From an optimization exercise on the open Yosys and OpenROAD flow, aimed at small area; shortcuts taken in it are not production practice. Only simulation tests tie the RTL to the original design; equivalence was not proved.

## job 3249
==> module Mul23170, before the edit <==
module Mul23170 (
    input  wire [16:0] u,
    output wire [15:0] p,
    output wire        lz
);
  wire [19:0] u5;
  wire [23:0] u65;
  wire [22:0] u45;
  wire [29:0] u11585;
  ShAdd #(17, 17, 2, 20, 12) a5 (.a(u), .b(u), .neg(1'b0), .y(u5));
  ShAdd #(17, 17, 6, 24, 12) a65 (.a(u), .b(u), .neg(1'b0), .y(u65));
  ShAdd #(20, 20, 3, 23, 12) a45 (.a(u5), .b(u5), .neg(1'b0), .y(u45));
  ShAdd #(24, 23, 8, 30, 12) a11585 (.a(u65), .b(u45), .neg(1'b0), .y(u11585));
  assign p  = u11585[29:14];
  assign lz = ~(|u11585[13:0]);
endmodule
==> module Rot2, before the edit <==
module Rot2 (
    input  wire [15:0] ar,
    input  wire [15:0] ai,
    input  wire [ 1:0] k,
    input  wire        inv,
    output wire [15:0] re,
    output wire [15:0] im,
    output wire        zre,
    output wire        zim
);
  wire [15:0] t_re, t_im;
  RotTriv u_t (
      .ar (ar),
      .ai (ai),
      .j  (k[1]),
      .inv(inv),
      .re (t_re),
      .im (t_im)
  );
  wire [16:0] us, ud;
  Rca #(17, 12) u_s (
      .a  ({ar[15], ar}),
      .b  ({ai[15], ai}),
      .cin(1'b0),
      .s  (us)
  );
  Rca #(17, 12) u_d (
      .a  ({ar[15], ar}),
      .b  (~{ai[15], ai}),
      .cin(1'b1),
      .s  (ud)
  );
  wire [15:0] ms, md;
  wire zs, zd;
  Mul23170 u_ms (
      .u (us),
      .p (ms),
      .lz(zs)
  );
  Mul23170 u_md (
      .u (ud),
      .p (md),
      .lz(zd)
  );
  wire re_d = (k[1] == inv);
  wire re_n = k[1];
  wire im_n = inv;
  wire [15:0] m_re = re_d ? md : ms;
  wire [15:0] m_im = re_d ? ms : md;
  wire l_re = re_d ? zd : zs;
  wire l_im = re_d ? zs : zd;
  assign re = k[0] ? (m_re ^ {16{re_n}}) : t_re;
  assign im = k[0] ? (m_im ^ {16{im_n}}) : t_im;
  assign zre = k[0] & re_n & l_re;
  assign zim = k[0] & im_n & l_im;
endmodule
Settings: LEC_CHECK=0, ABC_AREA=1, CAP_MARGIN=20, CORE_MARGIN=2, CORE_UTILIZATION=40, CTS_CLUSTER_DIAMETER=120, CTS_CLUSTER_SIZE=25, SETUP_SLACK_MARGIN=0.3, SLEW_MARGIN=20; clock period 12.0 ns.
standard.sh (not shown) runs the stock make flow with config.mk's settings and CLKGATE_MAP_FILE= SYNTH_SCRIPT=/design/flow/synth_recipe.tcl, a recipe that flattens the netlist after the stock synthesis.
==> flow/flow/run.sh <==
#!/bin/bash
# Own flow: the standard layout (standard.sh, standard synthesis unchanged) with two
# changes: the port buffers use the smallest buffer cell, and CTS adds no dummy loads.
# Clustering is the same as config.mk's CTS_CLUSTER_SIZE / CTS_CLUSTER_DIAMETER.
export BUFFER_PORTS_ARGS="-buffer_cell sky130_fd_sc_hd__buf_1"
export CTS_ARGS="-sink_clustering_enable -repair_clock_nets -sink_clustering_size 25 -sink_clustering_max_diameter 120 -dont_use_dummy_load"
bash standard.sh > standard.log 2>&1
diff inputs: job 3249 => job 9400
--- a/flow/design.v
+++ b/flow/design.v
@@ -160,14 +160,14 @@
 );
   wire [19:0] u5;
   wire [23:0] u65;
   wire [22:0] u45;
   wire [29:0] u11585;
-  ShAdd #(17, 17, 2, 20, 12) a5 (.a(u), .b(u), .neg(1'b0), .y(u5));
-  ShAdd #(17, 17, 6, 24, 12) a65 (.a(u), .b(u), .neg(1'b0), .y(u65));
-  ShAdd #(20, 20, 3, 23, 12) a45 (.a(u5), .b(u5), .neg(1'b0), .y(u45));
-  ShAdd #(24, 23, 8, 30, 12) a11585 (.a(u65), .b(u45), .neg(1'b0), .y(u11585));
+  ShAdd #(17, 17, 2, 20, 20) a5 (.a(u), .b(u), .neg(1'b0), .y(u5));
+  ShAdd #(17, 17, 6, 24, 20) a65 (.a(u), .b(u), .neg(1'b0), .y(u65));
+  ShAdd #(20, 20, 3, 23, 20) a45 (.a(u5), .b(u5), .neg(1'b0), .y(u45));
+  ShAdd #(24, 23, 8, 30, 20) a11585 (.a(u65), .b(u45), .neg(1'b0), .y(u11585));
   assign p  = u11585[29:14];
   assign lz = ~(|u11585[13:0]);
 endmodule
 module Rot2 (
     input  wire [15:0] ar,
@@ -187,17 +187,17 @@
       .inv(inv),
       .re (t_re),
       .im (t_im)
   );
   wire [16:0] us, ud;
-  Rca #(17, 12) u_s (
+  Rca #(17, 20) u_s (
       .a  ({ar[15], ar}),
       .b  ({ai[15], ai}),
       .cin(1'b0),
       .s  (us)
   );
-  Rca #(17, 12) u_d (
+  Rca #(17, 20) u_d (
       .a  ({ar[15], ar}),
       .b  (~{ai[15], ai}),
       .cin(1'b1),
       .s  (ud)
   );
Notes after the runs:
- In job 9400, the ratio of final minimum period to clock period came out 0.31 points below the value in job 3249.
- Site row count is lower on job 9400
- In the metrics for job 3249 and job 9400, the one carrying the lower post-CTS setup repair buffer count is job 3249.
- Per the comparison of job 9400 with job 3249, share of the yosys chip area belonging to registers grew by 0.51 points.
- Tightest slew margin relative to the limit, job 3249 and job 9400: smaller value in job 3249
- The synthesized instance count reported for job 9400 is smaller than that of job 3249 by 2.3%.
- In the flow results for job 3249 and job 9400, the depth of the critical timing path with buffers and inverters included is larger on job 3249.
- [job 9400] final critical-path required period fell 37 ps relative to job 3249

-- static timing again, ports no longer ideal --
In the flow no input, the clock included, has a driving cell. The finished layouts below were timed again as built, in two steps.
Step 1 assumes that a clkbuf_16 drives the clock port and a buf_2 every other input.
Step 2 also shifts input and output timing later by t, the mid clock arrival at the registers, as if the neighbouring blocks saw the same clock.
Three values: ideal ports, drivers, drivers and shift; two values: the first two.
| run | t, ns | setup slack, ns | worst setup path after step 2 | clock arrival spread, ns | worst data-port slew with drivers (ns) |
|---|---|---|---|---|---|
| job 3249 | 0.668 | 0.319 / 0.319 / -0.164 | input to register | 0.094 / 0.094 | 0.12 |
| job 9400 | 0.685 | 0.356 / 0.356 / -0.072 | input to register | 0.053 / 0.053 | 0.10 |
With both steps, setup timing fails in job 3249 and job 9400, where it was met with ideal ports. For job 3249, which loses most, drivers alone change the setup slack by 0.000 ns; drivers and shift together by -0.483 ns.
